What follows belongs to an exercise in optimizing a design on an open flow for small area; a production flow would make more cautious choices. Only simulation tests tie the RTL to the original design; equivalence was not proved. The clock cells of this run come from the design's own scripts or RTL, not from TritonCTS. No driver is modelled on the clock port, so clock power and skew are understated where the tree is cut down; a real chip needs a root buffer or a tree. Power figures rest on the tool's default switching activity, not on a simulated workload.

==> design.v <==
`timescale 1ns / 1ps
module sev_seg(
input clk,
input rst,
input s_hourten,
input [3:0] s_hour,
input [2:0] s_minten,
input [3:0] s_min,
output [3:0] an,
output [6:0] seg
    );
reg [1:0] current_place;
reg [5:0] count;
wire wrap = &count[3:0];
wire [1:0] next_place = current_place + {1'b0, wrap};
reg [3:0] sel;
always @(*) begin
    case(next_place)
        2'd0: sel = {s_min[3] | (s_min[2] & s_min[1] & s_min[0]), s_min[2:0]};
        2'd1: sel = {1'b0, s_minten};
        2'd2: sel = {s_hour[3] | (s_hour[2] & s_hour[1] & s_hour[0]), s_hour[2:0]};
        default: sel = {3'b000, s_hourten};
    endcase
end
reg [3:0] e;           
reg [3:0] so0, so2;    
reg [2:0] so1;
reg so3;               
reg [3:0] s;           
reg [1:0] place_d;     
reg first;
wire visit_start = ~|count;
wire an_on = ~(first & visit_start & ~current_place[1] & ~current_place[0]);
reg [3:0] cur;
always @(*) begin
    case(current_place)
        2'd0: cur = so0;
        2'd1: cur = {1'b0, so1};
        2'd2: cur = so2;
        default: cur = {3'b000, so3};
    endcase
end
always @(posedge clk) begin
    if(rst)
        begin
            count <= 0;
            current_place <= 0;
            e <= 0;
            first <= 1'b1;
            s <= 4'd7;
        end
    else
        begin
            count <= wrap ? 6'd0 : {count[4:0], ~(count[5] ^ count[0])};
            current_place <= next_place;
            e <= sel;
            s <= (first & visit_start) ? 4'd7 : cur;
            if (wrap & current_place[1] & current_place[0])
                first <= 1'b0;
        end
end
always @(posedge clk) begin
    case(current_place)
        2'd0: so0 <= e;
        2'd1: so1 <= e[2:0];
        2'd2: so2 <= e;
        2'd3: so3 <= e[0];
    endcase
    place_d <= current_place;
end
assign an[0] = an_on & (place_d != 2'd0);
assign an[1] = an_on & (place_d != 2'd1);
assign an[2] = an_on & (place_d != 2'd2);
assign an[3] = an_on & (place_d != 2'd3);
assign seg[0] = (s[2] & ~s[1] & ~s[0]) | (~s[3] & ~s[2] & ~s[1] & s[0]);
assign seg[1] = (s[2] & ~s[1] & s[0]) | (s[2] & s[1] & ~s[0]);
assign seg[2] = (~s[2] & s[1] & ~s[0]);
assign seg[3] = (s[3] & s[1]) | (s[2] & ~s[1] & ~s[0]) | (~s[2] & ~s[1] & s[0]);
assign seg[4] = (s[3] & s[1]) | (~s[2] & s[0]) | (s[2] & ~s[1]);
assign seg[5] = (~s[2] & s[1]) | (s[3] & s[1]) | (~s[3] & ~s[2] & s[0]);
assign seg[6] = (~s[3] & ~s[2] & ~s[1]) | (s[3] & s[1]);
endmodule
`timescale 1ns / 1ps
module clock(
input clk,
input rst,
input btnC, btnU, btnD, btnR, btnL,
input [3:0] sw,
output [6:0] seg,
output [3:0] an,
output [3:0] led
    );
reg [6:0] count;                
reg [5:0] og_secs;
reg [1:0] sf;
reg [2:0] mt, a_mt, og_mt;      
reg [3:0] mu, a_mu, og_mu;      
reg [3:0] hr, a_hr, og_hr;      
reg [1:0] mode;                 
reg led_r;
assign led = {4{led_r}};
wire is_s = mode[0];
wire is_a = mode[1];
wire is_n = ~mode[0] & ~mode[1];
wire sw0 = (sw == 4'b0000);
wire sw1 = (sw == 4'b0001);
wire restore = is_a & sw1;
wire [2:0] v_mt = restore ? og_mt : mt;
wire [3:0] v_mu = restore ? og_mu : mu;
wire [3:0] v_hr = restore ? og_hr : hr;
wire s60 = ~restore & sf[1] & og_secs[5] & og_secs[4] & og_secs[3] & ~og_secs[2] & og_secs[1] & og_secs[0];
wire m60 = v_mt[2] & v_mt[1];
wire h13 = v_hr[3] & v_hr[2] & v_hr[0];
wire [4:0] hi = {a_mt[0], a_mu};
wire tick = is_n & count[6] & count[5] & (count[4] | count[3] | count[2]);
wire btn = is_s & hi[4] & hi[1] & hi[0] & count[6] & count[2];
wire [7:0] lo_inc = {1'b0, count} + {7'd0, ~is_a};
wire [4:0] hi_inc = hi + {4'd0, lo_inc[7]};
wire load_a = is_s & sw1;
wire sat = load_a & (lo_inc[7] | (|hi));
wire [4:0] n_hi = (is_s & ~load_a) ? (btn ? 5'd0 : hi_inc) : 5'd0;
wire m_pos = |{mt, mu};
wire h_gt1 = |hr[3:1];
wire m_dn = btn & btnD & m_pos & ~s60;
wire m_up = s60 | (btn & btnU & ~(btnD & m_pos));
wire h_dn = btn & btnR & h_gt1 & ~m60;
wire h_up = m60 | (btn & btnL & ~(btnR & h_gt1));
wire [3:0] tg_mu;
assign tg_mu[0] = m_up | m_dn;
assign tg_mu[1] = (m_up & v_mu[0] & ~v_mu[3]) | (m_dn & ~v_mu[0] & (v_mu[1] | v_mu[2] | v_mu[3]));
assign tg_mu[2] = (m_up & v_mu[1] & v_mu[0]) | (m_dn & ~v_mu[1] & ~v_mu[0] & (v_mu[2] | v_mu[3]));
assign tg_mu[3] = (m_up & v_mu[0] & (v_mu[3] | (v_mu[2] & v_mu[1]))) | (m_dn & ~v_mu[2] & ~v_mu[1] & ~v_mu[0]);
wire c_up = m_up & v_mu[3] & v_mu[0];
wire c_dn = m_dn & ~v_mu[3] & ~v_mu[2] & ~v_mu[1] & ~v_mu[0];
wire [3:0] tg_hr;
assign tg_hr[0] = h_up | h_dn;
assign tg_hr[1] = (h_up & v_hr[0]) | (h_dn & ~v_hr[0]);
assign tg_hr[2] = (h_up & v_hr[1] & v_hr[0]) | (h_dn & ~v_hr[1] & ~v_hr[0]);
assign tg_hr[3] = (h_up & v_hr[2] & v_hr[1] & v_hr[0]) | (h_dn & ~v_hr[2] & ~v_hr[1] & ~v_hr[0]);
wire [2:0] tg_mt;
assign tg_mt[0] = c_up | c_dn;
assign tg_mt[1] = (c_up & v_mt[0]) | (c_dn & ~v_mt[0]);
assign tg_mt[2] = (c_up & v_mt[1] & v_mt[0]) | (c_dn & ~v_mt[1] & ~v_mt[0]);
reg [2:0] n_mt;
reg [3:0] n_mu, n_hr;
reg [1:0] n_sf;
always @(*) begin
    n_mu = m60 ? 4'd0 : v_mu ^ tg_mu;
    n_mt = m60 ? 3'd0 : v_mt ^ tg_mt;
    n_hr = h13 ? 4'd1 : v_hr ^ tg_hr;
    if (s60 | is_s | (is_n & btnC & ~tick))
        n_sf = 2'b00;
    else if (tick)
        n_sf = 2'b10;
    else if (restore)
        n_sf = 2'b01;
    else
        n_sf = sf;
end
always @(posedge clk) begin
    if (rst)
        begin
            count <= 0;
            og_secs <= 0;
            sf <= 2'b00;
            mt <= 0; mu <= 0;
            hr <= 4'd12;
            a_hr[3:1] <= 3'b111;    
            og_mt <= 0; og_mu <= 0; og_hr <= 0;
            mode <= 2'b00;
            led_r <= 1'b0;
        end
    else
        begin
            count <= (tick | btn) ? 7'd0 : (lo_inc[6:0] | {sat, sat, 2'b00, sat, 2'b00});
            og_secs <= (tick & ~sf[1] & ~sf[0]) ? 6'd0 : og_secs + {5'd0, tick & sf[1]};
            sf <= n_sf;
            mt <= n_mt; mu <= n_mu;
            hr <= n_hr;
            if (load_a)
                a_hr[3:1] <= hr[3:1];
            if (tick)
                begin og_mt <= mt; og_mu <= mu; og_hr <= hr; end
            case (mode)
                2'b00: mode <= btnC ? 2'b01 : 2'b00;
                2'b01: mode <= sw1 ? 2'b10 : 2'b01;
                default: mode <= sw0 ? 2'b00 : 2'b10;
            endcase
            led_r <= is_n & (a_mt == mt) & (a_mu == mu) & (a_hr == hr);
        end
end
always @(posedge clk) begin
    if (load_a)
        begin a_mt[2:1] <= mt[2:1]; a_hr[0] <= hr[0]; end
    if (load_a)
        {a_mt[0], a_mu} <= {mt[0], mu};
    else if (is_s | (is_n & btnC))
        {a_mt[0], a_mu} <= n_hi;
end
wire hten = v_hr[3] & (v_hr[2] | v_hr[1]);
wire [3:0] hun = hten ? {2'b00, v_hr[2], v_hr[0]} : v_hr;
sev_seg display(.clk(clk), .rst(rst), .s_hourten(hten), .s_hour(hun), .s_minten(v_mt), .s_min(v_mu), .an(an), .seg(seg));
endmodule
==> flow/run.sh <==
#!/bin/bash
# The standard layout (standard.sh) with three changes:
#  - synthesis maps the logic with an area-only ABC script (flow/synth_area.tcl, flow/area.abc);
#  - every port still gets a buffer, but the smallest one, sky130_fd_sc_hd__buf_1;
#  - the clock tree is flow/clock_tree.tcl: the clock port drives three clkbuf_16, each
#    driving the flip-flops nearest to it (ORFS runs it in place of its own CTS command).
# synth_area.tcl reads FLOW_WORK and AREA_ABC_SCRIPT; clock_tree.tcl reads CLOCK_LEAVES
# and CLOCK_LEAF_CELL.
# The make output of all steps goes to flow_make.log here; ORFS keeps each step's log under orfs/logs.
set -euo pipefail
work=$(pwd)
export FLOW_WORK="$work"
export AREA_ABC_SCRIPT="$work/flow/area.abc"
export BUFFER_PORTS_ARGS="-buffer_cell sky130_fd_sc_hd__buf_1"
export PRE_CTS_TCL="$work/flow/clock_tree.tcl"
export CLOCK_LEAVES=3
export CLOCK_LEAF_CELL=sky130_fd_sc_hd__clkbuf_16
export CTS_ARGS="-sink_clustering_enable"
sed "s#SYNTH_SCRIPT=[^ ]*#SYNTH_SCRIPT=$work/flow/synth_area.tcl#" standard.sh > flow_standard_area.sh
grep -q "SYNTH_SCRIPT=$work/flow/synth_area.tcl" flow_standard_area.sh
bash flow_standard_area.sh > flow_make.log 2>&1
==> flow/area.abc <==
strash
&get -n
&deepsyn -T 60
&put
balance -l; resub -K 6 -l; rewrite -l; resub -K 6 -N 2 -l; refactor -l; resub -K 8 -l; balance -l; resub -K 8 -N 2 -l; rewrite -l; resub -K 10 -l; rewrite -z -l; resub -K 10 -N 2 -l; balance -l; resub -K 12 -l; refactor -z -l; resub -K 12 -N 2 -l; rewrite -z -l; balance -l
dch -f
amap
strash
dch -f
amap
topo
==> flow/clock_tree.tcl <==
# Replaces ORFS's clock tree with a small one: the clock port drives CLOCK_LEAVES
# buffers of type CLOCK_LEAF_CELL (default 3 sky130_fd_sc_hd__clkbuf_8), each driving
# the flip-flops nearest to it (k-means on their placed locations).
# Sourced by ORFS's cts.tcl as PRE_CTS_TCL; the rest of cts.tcl runs as usual.
proc clock_tree_synthesis { args } {
  set nleaf 3
  if { [info exists ::env(CLOCK_LEAVES)] } { set nleaf $::env(CLOCK_LEAVES) }
  set block [ord::get_db_block]
  set db [ord::get_db]
  set cell sky130_fd_sc_hd__clkbuf_8
  if { [info exists ::env(CLOCK_LEAF_CELL)] } { set cell $::env(CLOCK_LEAF_CELL) }
  set master [$db findMaster $cell]
  set clk [$block findNet clk]
  set sinks {}
  foreach it [$clk getITerms] {
    if { [$it isInputSignal] } {
      set inst [$it getInst]
      set loc [$inst getLocation]
      lappend sinks [list [lindex $loc 0] [lindex $loc 1] $it]
    }
  }
  # k-means on the sink locations, started from sinks spread along x
  set sinks [lsort -integer -index 0 $sinks]
  set n [llength $sinks]
  set cent {}
  for { set k 0 } { $k < $nleaf } { incr k } {
    set s [lindex $sinks [expr { int(($k + 0.5) * $n / $nleaf) }]]
    lappend cent [list [lindex $s 0] [lindex $s 1]]
  }
  for { set iter 0 } { $iter < 30 } { incr iter } {
    set groups {}
    for { set k 0 } { $k < $nleaf } { incr k } { lappend groups {} }
    foreach s $sinks {
      set best 0
      set bd 1e18
      for { set k 0 } { $k < $nleaf } { incr k } {
        set c [lindex $cent $k]
        set d [expr { abs([lindex $s 0] - [lindex $c 0]) + abs([lindex $s 1] - [lindex $c 1]) }]
        if { $d < $bd } { set bd $d; set best $k }
      }
      lset groups $best [concat [lindex $groups $best] [list $s]]
    }
    set cent {}
    foreach g $groups {
      set sx 0; set sy 0
      foreach s $g { set sx [expr { $sx + [lindex $s 0] }]; set sy [expr { $sy + [lindex $s 1] }] }
      set m [expr { max(1, [llength $g]) }]
      lappend cent [list [expr { int($sx / $m) }] [expr { int($sy / $m) }]]
    }
  }
  for { set k 0 } { $k < $nleaf } { incr k } {
    set g [lindex $groups $k]
    if { [llength $g] == 0 } { continue }
    set buf [odb::dbInst_create $block $master "clkbuf_leaf_$k"]
    set net [odb::dbNet_create $block "clknet_leaf_$k"]
    $net setSigType CLOCK
    [$buf findITerm A] connect $clk
    [$buf findITerm X] connect $net
    foreach s $g {
      set it [lindex $s 2]
      $it disconnect
      $it connect $net
    }
    set c [lindex $cent $k]
    $buf setLocation [lindex $c 0] [lindex $c 1]
    $buf setPlacementStatus PLACED
    puts "clock leaf $k: [llength $g] sinks at $c"
  }
  set_propagated_clock [all_clocks]
}
==> flow/synth_area.tcl <==
# The standard synthesis (synth_recipe.tcl, sourced unchanged) with one change: ABC maps
# the logic with flow/area.abc, an area-only script, instead of ORFS's own ABC script.
# Registers are mapped before ABC runs, so they come out as in the standard synthesis.
proc abc {args} {
  set i [lsearch -exact $args -script]
  if { $i >= 0 } {
    set args [lreplace $args [expr {$i + 1}] [expr {$i + 1}] $::env(AREA_ABC_SCRIPT)]
  }
  puts "abc with the area script: $args"
  yosys abc {*}$args
}
source $::env(FLOW_WORK)/synth_recipe.tcl
==> standard.sh <==
#!/bin/bash
# synth_recipe.tcl (not shown) runs the flow's synth.tcl, then flattens the netlist and writes it again
# the make line also repeats each setting of config.mk as NAME=value (left out here)
make -C /OpenROAD-flow-scripts/flow DESIGN_CONFIG=/design/flow/config.mk WORK_HOME=/design/flow/orfs CLKGATE_MAP_FILE= SYNTH_SCRIPT=/design/flow/synth_recipe.tcl "${@:-finish}"
==> config.mk <==
export PLATFORM = sky130hd
export DESIGN_NAME = clock
export DESIGN_NICKNAME = clock
export VERILOG_FILES = /design/flow/design.v
export SDC_FILE = /design/flow/constraint.sdc
export NUM_CORES = 4
export LEC_CHECK = 0
export ABC_AREA = 1
export CAP_MARGIN = 20
export CORE_MARGIN = 2
export CORE_UTILIZATION = 40
export CTS_BUF_LIST = sky130_fd_sc_hd__clkbuf_8
export CTS_CLUSTER_DIAMETER = 100
export CTS_CLUSTER_SIZE = 30
export SLEW_MARGIN = 20
==> constraint.sdc <==
create_clock -name core_clock -period 10.0 [get_ports {clk}]
set_input_delay 2.0000 -clock core_clock [delete_from_list [all_inputs] [get_ports {clk}]]
set_output_delay 2.0000 -clock core_clock [all_outputs]
set_load 0.01 [all_outputs]
==> run summary <==
[routing by layer]
| layer | up-vias | share of wire [%] | global-route usage, % |
|---|---|---|---|
| met5 | - | 0 | 0 |
| met4 | 0 | 1.5 | 1.79 |
| met3 | 6 | 4.4 | 0.644 |
| met2 | 62 | 43 | 23.7 |
| met1 | 1306 | 51 | 23.5 |
| li1 | 1522 | - | - |
[final cells by class]
type,count,area (um^2),area share [%]
inverter,69,259,6.75
sequential,82,1840,48.0
multi-input combinational,258,1430,37.3
timing repair buffer,25,93.8,2.45
tap,108,135,3.52
buffer,3,75.1,1.96
[logic make-up after synthesis]
group	synth area share (%)
AOI/OAI and AO/OA	20.1
xor gates and xnor gates	0.246
adders and majority gates	2.46
buffers and inverters	8.11
DFF	51.7
and+or+nand+nor	17.4
[worst min path at each step]
stage | from | to | depth (start not counted)
floorplan | display.current_place[1] | display.place_d[1] | 0
global placement | display.current_place[1] | display.place_d[1] | 0
detailed placement | display.current_place[1] | display.place_d[1] | 0
CTS | display.current_place[1] | display.place_d[1] | 0
global route | display.current_place[1] | display.place_d[1] | 0
finish | display.current_place[1] | display.place_d[1] | 0
[cell usage after synthesis (all sizes together) (2+ instances only)]
library cell  number  area share, %
a21oi             18            2.5
nand2b             2           0.35
nand2             26            2.7
nor4               4           0.70
a22oi              9            1.9
a221oi             3           0.74
a211oi            10            2.1
o22a               3           0.74
o21a               2           0.42
o21ai             14            2.0
nand4              3           0.53
and3               2           0.35
dfxtp             62             35
clkinv            69            7.3
buf                4           0.84
edfxtp            20             17
or3                2           0.35
a31oi              3           0.53
o221ai             4           0.98
o22ai             35            6.1
nor2              59            6.2
o31ai              4           0.84
ha                 7            2.5
nor2b              4           0.70
nand3             16            2.2
nor3              20            2.8
[where the power goes]
part | total, mW | switching, mW | internal, mW
registers | 0.349 | 0.00541 | 0.344
clock network | 0.136 | 0.0807 | 0.0555
logic | 0.0329 | 0.0210 | 0.0119
total | 0.518 | 0.107 | 0.411
[per-stage QoR]
| step | hold WS, ps | instance area [um^2] | instances |
|---|---|---|---|
| floorplan | 368 | 3560 | 413 |
| global placement | 379 | 3760 | 542 |
| detailed placement | 382 | 3760 | 542 |
| CTS | 398 | 3840 | 545 |
| global route | 413 | 3840 | 545 |
| finish | 396 | 3840 | 545 |
[state kept, by name (all words and copies together), names as in the netlist, 4 cells and up]
| register | count |
|---|---|
| og_secs | 6 |
| mu | 4 |
| display.so0 | 4 |
| a_hr | 4 |
| og_hr | 4 |
| a_mu | 4 |
| count | 7 |
| display.e | 4 |
| display.count | 6 |
| og_mu | 4 |
| hr | 4 |
| display.s | 4 |
| display.so2 | 4 |
[layout by cell type, fill, tap and decap left out, types with 4 or more instances in the layout]
master / n
a211oi_1: 10
a21oi_1: 18
a22oi_1: 9
buf_1: 25
clkinv_1: 69
dfxtp_1: 62
edfxtp_1: 20
ha_1: 7
nand2_1: 26
nand3_1: 16
nor2_1: 59
nor2b_1: 4
nor3_1: 20
nor4_1: 4
o21ai_0: 14
o221ai_1: 4
o22ai_1: 35
o31ai_1: 4
==> impl_metrics.env <==
export IMPL_outcome="complete, no violations"
export IMPL_hold_path_class="register to register"
export IMPL_fin_ws_ps=4340
export IMPL_worst_path_stages=14
export IMPL_power_leakage_nw=1.28
export IMPL_critPathMaxStageDelay_ps=720
export IMPL_die_area_um2=9680
export IMPL_wl_per_cell_um=13.6
export IMPL_start_util_pct=41.0
export IMPL_vias=2896
export IMPL_fin_skew_ps=21.7
export IMPL_critical_path_required_ps=10030
export IMPL_slew_headroom_pct=38.1
export IMPL_finalPower_mw=0.518
export IMPL_post_cts_resized=0
export IMPL_drt_pass1_iter_count=5
export IMPL_p_per_area_nw_per_um2=135
export IMPL_nets=457
export IMPL_antenna_found_initial=0
export IMPL_io_buffers=25
export IMPL_yosysSeqAreaShare_pct=51.7
export IMPL_critPathMaxFanout=14
export IMPL_start_kind="input pin"
export IMPL_reg2reg_depth=12
export IMPL_cp_endpoint="hr[2]"
export IMPL_core_region_area_um2=8680
export IMPL_layout_min_cycle_time_ps=5660
export IMPL_routabilityCongestion=0.860
export IMPL_grt_max_degree=35
export IMPL_ant_nets=0
export IMPL_critPathLaunch="sw[1]"
export IMPL_irDropWorstVdd_uv=118
export IMPL_drive_above_1_share_pct=0.686
export IMPL_maxCapViolations=0
export IMPL_holdBufCountCts=0
export IMPL_n_antenna_cell=0
export IMPL_die_h_um=98.4
export IMPL_routed_wl_um=7410
export IMPL_die_width_um=98.4
export IMPL_r2r_end="hr[2]"
export IMPL_crit_family="simple AND/OR/NAND/NOR gates"
export IMPL_drc=0
export IMPL_dp_slack_ps=4250
export IMPL_overflow=0
export IMPL_clock_latency_ps=170
export IMPL_grt_util_all_layers_pct=15.0
export IMPL_criticalPathCategory="input pin to register"
export IMPL_post_route_period_util_pct=56.6
export IMPL_critical_path_buf_inv_count=4
export IMPL_tns_ps=0
export IMPL_finalHoldViolations=0
export IMPL_r2r_slack_ps=6150
export IMPL_grt_pass1_wl_um=12500
export IMPL_r2r_start="mode[1]"
export IMPL_final_util_pct=44.2
export IMPL_drt_initial_drc_count=179
export IMPL_cpMostUsedCell="clkinv_1"
export IMPL_synth_edf_count=20
export IMPL_rsz0062_at_grt="no"
export IMPL_synth_warnings=2
export IMPL_hpwl_um=5760
export IMPL_fmax_mhz=177
export IMPL_synth_seq_cells=82
export IMPL_setup_viol=0
export IMPL_area_delta_synth_final_pct=7.69
export IMPL_maxSlewViolCount=0
export IMPL_crit_arrival_ps=5690
export IMPL_path_clk_slew_ps=120
export IMPL_nFillCells=889
export IMPL_synth_area_per_cell_um2=8.63
export IMPL_worstMarginPinSlew_ps=924
export IMPL_path_cells="buf_1 > nor3_1 > nand2_1 > nor2_1 > clkinv_1 > o22ai_1 > clkinv_1 > nor2_1 > a21o_1 > nand2_1 > o21ai_0 > clkinv_1 > a22oi_1 > o21ai_0"
export IMPL_io_pins=26
export IMPL_postCtsSetupBuffers=0
export IMPL_first_global_vias=2610
export IMPL_end_kind="register"
export IMPL_rows=34
export IMPL_crit_slowest_cell="nor2_1"
export IMPL_netlist_area_um2=3560
export IMPL_synthArstFlopShare_pct=0
export IMPL_synthCells=413
export IMPL_viasPerCell=5.31
export IMPL_syn_num_nets=431
export IMPL_ys_dominant_reg_cell="dfxtp_1"
export IMPL_synth_cell_types=34

what the ideal ports hide:
The results above use ideal ports. As a check the final layout listed here was re-extracted and re-timed, cells and wires unchanged. Step 1 sets driving cells, clkbuf_16 on the clock port and buf_2 on the other inputs (assumed; they add their load-dependent delay and slew). Step 2 also shifts input and output timing later by t, the mid clock arrival at the registers, as if the neighbouring blocks saw the same clock. a / b / c = ideal ports / drivers / drivers and shift; a / b = the first two.
t (ns): 0.227
setup slack, ns: 4.339 / 4.383 / 4.155
worst slew at a driven data input, ns: 0.03
After both steps this run still meets setup and hold. For this run, drivers alone change the setup slack by +0.044 ns; drivers and shift together by -0.184 ns.
